Background: an optimization exercise with open tools, aiming at small area. Do not read the settings as production practice. Function was checked by simulation only, so behaviour that the tests miss may differ from the original. The clock port is modelled as an ideal driver, which makes a skipped or thinned clock tree look cheaper than it is; a real chip needs a root buffer or a tree. Power is estimated from default activity; no workload was simulated.

==> flow/design.v <==
module rca #(parameter W = 8) (input [W-1:0] a, input [W-1:0] b, input ci, output [W-1:0] s);
  wire [W:0] c;
  assign c[0] = ci;
  genvar i;
  generate for (i = 0; i < W; i = i + 1) begin : g
    assign s[i] = a[i] ^ b[i] ^ c[i];
    assign c[i+1] = (a[i] & b[i]) | (c[i] & (a[i] ^ b[i]));
  end endgenerate
endmodule
module preprocessor(input [15:0] x, input acc, output [15:0] r);
  wire s = x[15];
  wire pos = ~x[15] & x[14];
  wire neg = x[15] & (~x[14] | ~|x[13:0]);
  wire [16:0] y;
  rca #(17) ay (.a({x[15], x}), .b({{16{neg}}, pos|neg}), .ci(1'b0), .s(y));
  wire [19:0] y20 = {{3{y[16]}}, y};
  wire [18:0] A;
  rca #(18) aa (.a(y20[18:1]), .b(y20[17:0]), .ci(1'b1), .s(A[18:1]));
  assign A[0] = y[0];
  wire [18:0] Pm = acc ? A : {y20[16:0], 2'b10};
  wire [19:0] Q;
  rca #(20) aq (.a({y20[16:0], 3'b0}), .b(acc ? y20 : {y20[17:0], s, s}), .ci(1'b0), .s(Q));
  wire [25:0] m;
  rca #(26) am (.a({Pm, 7'b0}), .b(~{{6{Q[19]}}, Q}), .ci(~s), .s(m));
  assign r = m[24:9];
endmodule
`timescale 1ns / 1ps
module attitude_estimation(
    input clk,
    input reset,
    output SCLK,
    output MOSI,
    input  MISO_G,
    output SS_G,
    input  MISO_A,
    output SS_A,
    output [15:0] gyro_x,
    output [15:0] gyro_y,
    output [15:0] accl_x,
    output [15:0] accl_y,
    output [15:0] accl_z
    );
    reg [3:0] c; reg [2:0] j; reg [2:0] k;
    wire gyro = ~k[2] & ~k[1];
    wire accl = (k == 2) | (k == 3) | (k == 4);
    wire ovh = j[2];
    wire c15 = &c;
    always @(posedge clk)
        if (reset) begin c <= 4'd12; j <= 3'd4; k <= 3'd7; end
        else begin
            c <= (c15 & (j == 3)) ? 4'd12 : c + 4'd1;
            if (c15) begin
                case (j)
                  0: j <= gyro ? 3'd2 : 3'd1;
                  1: j <= 3'd2;
                  2: j <= 3'd3;
                  3: j <= 3'd4;
                  default: j <= 3'd0;
                endcase
                if (ovh) k <= (k == 4 || k == 7) ? 3'd0 : k + 3'd1;
            end
        end
    wire act = ~ovh | (c == 12);
    assign SS_G = ~(gyro & act);
    assign SS_A = ~(accl & act);
    assign SCLK = c[0] & ~ovh;
    wire [2:0] bi = c[3:1];
    assign MOSI = (j == 0) & ((bi == 6 & (k == 0 | k == 2 | k == 4)) | (bi == 5 & (k == 1 | k == 3 | k == 4)) | (bi == 3 & ~gyro));
    wire sample = ~ovh & j[1] & ~c[0];
    wire wb = (c == 14) & ovh;
    wire upd = wb & (k == 4);
    wire acc = ~gyro;
    reg [16:0] rw;
    always @(posedge clk)
        rw <= {rw[15:0], sample ? (gyro ? MISO_G : MISO_A) : rw[16]};
    wire [15:0] x = {rw[0], rw[15], rw[13], rw[11], rw[9], rw[7], rw[5], rw[3],
                     rw[16], rw[14], rw[12], rw[10], rw[8], rw[6], rw[4], rw[2]};
    wire [15:0] r;
    preprocessor pp (.x(x), .acc(acc), .r(r));
    reg [63:0] rp;
    wire [63:0] rpn;
    genvar g;
    generate for (g = 0; g < 64; g = g + 1) begin : ring
        if ((g % 16) < 4)
            assign rpn[g] = wb ? r[4*(g/16) + g%16] : rp[(g + 63) % 64];
        else
            assign rpn[g] = rp[(g + 63) % 64];
    end endgenerate
    always @(posedge clk) rp <= rpn;
    wire [15:0] p0, p1, p2, p3;
    generate for (g = 0; g < 16; g = g + 1) begin : pk
        assign p0[g] = rp[(16*(g/4) + g%4 + 255) % 64];
        assign p1[g] = rp[(16*(g/4) + g%4 + 203) % 64];
        assign p2[g] = rp[(16*(g/4) + g%4 + 135) % 64];
        assign p3[g] = rp[(16*(g/4) + g%4 + 67) % 64];
    end endgenerate
    reg [79:0] O;
    always @(posedge clk)
        if (reset)         O <= 80'd0;
        else if (upd) O <= {p0, p1, p2, p3, r};
    assign {gyro_x, gyro_y, accl_x, accl_y, accl_z} = O;
endmodule
Settings: LEC_CHECK=0, ABC_AREA=1, CAP_MARGIN=20, CORE_MARGIN=2, CORE_UTILIZATION=70, CTS_BUF_LIST=sky130_fd_sc_hd__clkbuf_8, PLACE_DENSITY=0.8, SLEW_MARGIN=20; clock period 16.0 ns.
run.sh (not shown) runs the stock make flow with config.mk's settings and CLKGATE_MAP_FILE= SYNTH_SCRIPT=/design/flow/synth_recipe.tcl, a recipe that flattens the netlist after the stock synthesis.
The first run passed the timing, design-rule and antenna checks.
==> next run, changes <==
Settings changed: CORE_UTILIZATION 70 to 85, PLACE_DENSITY 0.8 to 0.92.
=> This time the run stopped in 3_3_place_gp with GPL-0301. Synthesized cell count does not change. Area after synthesis does not change.

========
blue:
attitude_estimation, a different RTL version from the one above (not shown whole).
Size: about 550 cells after synthesis, ~170 flip-flops, roughly 88 I/O pins, about 6700 µm² of cells after synthesis.
export LEC_CHECK = 0
export CAP_MARGIN = 20
export CORE_MARGIN = 2
export CORE_UTILIZATION = 70
export CTS_BUF_LIST = sky130_fd_sc_hd__clkbuf_8
export PLACE_DENSITY = 0.8
export SLEW_MARGIN = 20
create_clock -name core_clock -period 16.0 [get_ports {clk}]
standard.sh (not shown) runs the stock make flow with config.mk's settings and CLKGATE_MAP_FILE= SYNTH_SCRIPT=/design/flow/synth_recipe.tcl, a recipe that flattens the netlist after the stock synthesis.
==> flow/flow/run.sh <==
#!/bin/bash
# Standard layout, except: port buffers use the smallest buffer cell, and
# the clock tree is a single level of leaf buffers (flow/cts_hook.tcl).
set -euo pipefail
export BUFFER_PORTS_ARGS="-buffer_cell sky130_fd_sc_hd__buf_1"
export PRE_CTS_TCL="$PWD/flow/cts_hook.tcl"
export LEAF_COUNT=10
export ROOT_CELL=sky130_fd_sc_hd__clkbuf_8
export LEAF_CELL=sky130_fd_sc_hd__clkbuf_8
bash standard.sh finish > standard_finish.log 2>&1
==> flow/flow/cts_hook.tcl <==
# Clock tree: instead of TritonCTS's H-tree, the clock port drives a few
# leaf clock buffers directly, each feeding one cluster of nearby
# flip-flops (recursive median bisection of the placed flip-flop positions).
set ::leaf_count [expr {[info exists ::env(LEAF_COUNT)] ? $::env(LEAF_COUNT) : 4}]
set ::leaf_cell [expr {[info exists ::env(LEAF_CELL)] ? $::env(LEAF_CELL) : "sky130_fd_sc_hd__clkbuf_8"}]
set ::root_cell [expr {[info exists ::env(ROOT_CELL)] ? $::env(ROOT_CELL) : ""}]

rename clock_tree_synthesis orfs_clock_tree_synthesis
proc clock_tree_synthesis {args} {
  set block [ord::get_db_block]
  set net [$block findNet clk]
  set its {}
  set xs {}
  set ys {}
  foreach it [$net getITerms] {
    set inst [$it getInst]
    set bb [$inst getBBox]
    lappend its $it
    lappend xs [expr {([$bb xMin] + [$bb xMax]) / 2.0}]
    lappend ys [expr {([$bb yMin] + [$bb yMax]) / 2.0}]
  }
  set n [llength $its]
  set k $::leaf_count
  # balanced clusters: split a group that is to hold kk clusters at the
  # matching quantile of the longer side of its bounding box, recursively
  set todo [list [list [lsearch -all [lrepeat $n 1] 1] $k]]
  set groups {}
  while {[llength $todo] > 0} {
    lassign [lindex $todo 0] grp kk
    set todo [lrange $todo 1 end]
    if {$kk == 1} { lappend groups $grp; continue }
    set gx [lmap i $grp {lindex $xs $i}]
    set gy [lmap i $grp {lindex $ys $i}]
    set w [expr {[tcl::mathfunc::max {*}$gx] - [tcl::mathfunc::min {*}$gx]}]
    set h [expr {[tcl::mathfunc::max {*}$gy] - [tcl::mathfunc::min {*}$gy]}]
    if {$w >= $h} { set key $gx } else { set key $gy }
    set srt [lsort -real -indices $key]
    set k1 [expr {$kk / 2}]
    set cut [expr {([llength $grp] * $k1 + $kk / 2) / $kk}]
    lappend todo [list [lmap j [lrange $srt 0 [expr {$cut - 1}]] {lindex $grp $j}] $k1]
    lappend todo [list [lmap j [lrange $srt $cut end] {lindex $grp $j}] [expr {$kk - $k1}]]
  }
  set asg [lrepeat $n 0]
  set cx {}
  set cy {}
  for {set c 0} {$c < $k} {incr c} {
    set sx 0.0; set sy 0.0
    foreach i [lindex $groups $c] {
      lset asg $i $c
      set sx [expr {$sx + [lindex $xs $i]}]
      set sy [expr {$sy + [lindex $ys $i]}]
    }
    set m [llength [lindex $groups $c]]
    lappend cx [expr {$sx / $m}]
    lappend cy [expr {$sy / $m}]
  }
  set master [[ord::get_db] findMaster $::leaf_cell]
  set src $net
  if {$::root_cell ne ""} {
    # one root buffer, at the mean of the cluster centres, between the
    # clock port and the leaf buffers
    set rb [odb::dbInst_create $block [[ord::get_db] findMaster $::root_cell] "clkroot"]
    set src [odb::dbNet_create $block "clknet_root"]
    $src setSigType CLOCK
    [$rb findITerm A] connect $net
    [$rb findITerm X] connect $src
    set sx 0.0; set sy 0.0
    for {set c 0} {$c < $k} {incr c} {
      set sx [expr {$sx + [lindex $cx $c]}]
      set sy [expr {$sy + [lindex $cy $c]}]
    }
    $rb setLocation [expr {int($sx / $k)}] [expr {int($sy / $k)}]
    $rb setPlacementStatus PLACED
  }
  for {set c 0} {$c < $k} {incr c} {
    set b [odb::dbInst_create $block $master "clkleaf_$c"]
    set ln [odb::dbNet_create $block "clknet_leaf_$c"]
    $ln setSigType CLOCK
    [$b findITerm A] connect $src
    [$b findITerm X] connect $ln
    set m 0
    for {set i 0} {$i < $n} {incr i} {
      if {[lindex $asg $i] == $c} {
        set it [lindex $its $i]
        $it disconnect
        $it connect $ln
        incr m
      }
    }
    $b setLocation [expr {int([lindex $cx $c])}] [expr {int([lindex $cy $c])}]
    $b setPlacementStatus PLACED
    puts "clock leaf $c: $m sinks at [lindex $cx $c] [lindex $cy $c]"
  }
  set_propagated_clock [all_clocks]
}
blue ran to completion and came out clean on the timing, design-rule and antenna checks.
What red does differently from blue at the input level:
==> flow/flow/run.sh <==
#!/bin/bash
# Standard layout, except: port buffers use the smallest buffer cell, and
# the clock tree is a single level of leaf buffers (flow/cts_hook.tcl).
set -euo pipefail
export BUFFER_PORTS_ARGS="-buffer_cell sky130_fd_sc_hd__buf_1"
export PRE_CTS_TCL="$PWD/flow/cts_hook.tcl"
export LEAF_COUNT=9
export ROOT_CELL=sky130_fd_sc_hd__clkbuf_8
export LEAF_CELL=sky130_fd_sc_hd__clkbuf_8
bash standard.sh finish > standard_finish.log 2>&1
==> comparison <==
red reports a higher final critical-path required period than blue does.
The run showing the greater global-route usage is blue.
In the tables for red and blue, layout overhead on the synthesized area reads higher with blue.
Between red and blue, it is red whose overall routed net length is lower, by 1.1%.
Relative to blue, met1 demand-to-capacity share in global routing decreased by 0.87 points in red.
Power density over cell area was higher in the run labelled blue.
Comparing blue with red, the cell area came out essentially unchanged.
Synthesized cell area: blue vs red identical
red ends up with lower fraction of met2 tracks used by global routing than blue does.
No run of this note takes its clock network from TritonCTS; it comes from the design's own scripts or RTL.

==> afterwards: timing with drivers on the ports <==
Ports are ideal in the flow. The routed layouts listed here were re-timed in OpenROAD. Step 1 sets driving cells, clkbuf_16 on the clock port and buf_2 on the other inputs (assumed; they add their load-dependent delay and slew). Step 2 times the ports against the registers' clock, not the clock port: input delays grow and output delays shrink by t, the midpoint of the rising clock arrivals with the driver on. Three values: ideal, step 1, step 2; two values: the first two.
run | t (ns) | setup WS [ns] | worst setup path at the end | worst data-port slew with drivers (ns)
the first run of note 1 | 0.476 | 3.537 / 3.537 / 3.537 | register to register | 0.03
blue | 0.438 | 3.607 / 3.607 / 3.607 | register to register | 0.03
red | 0.432 | 3.587 / 3.587 / 3.587 | register to register | 0.03
After both steps every run listed still meets setup and hold.
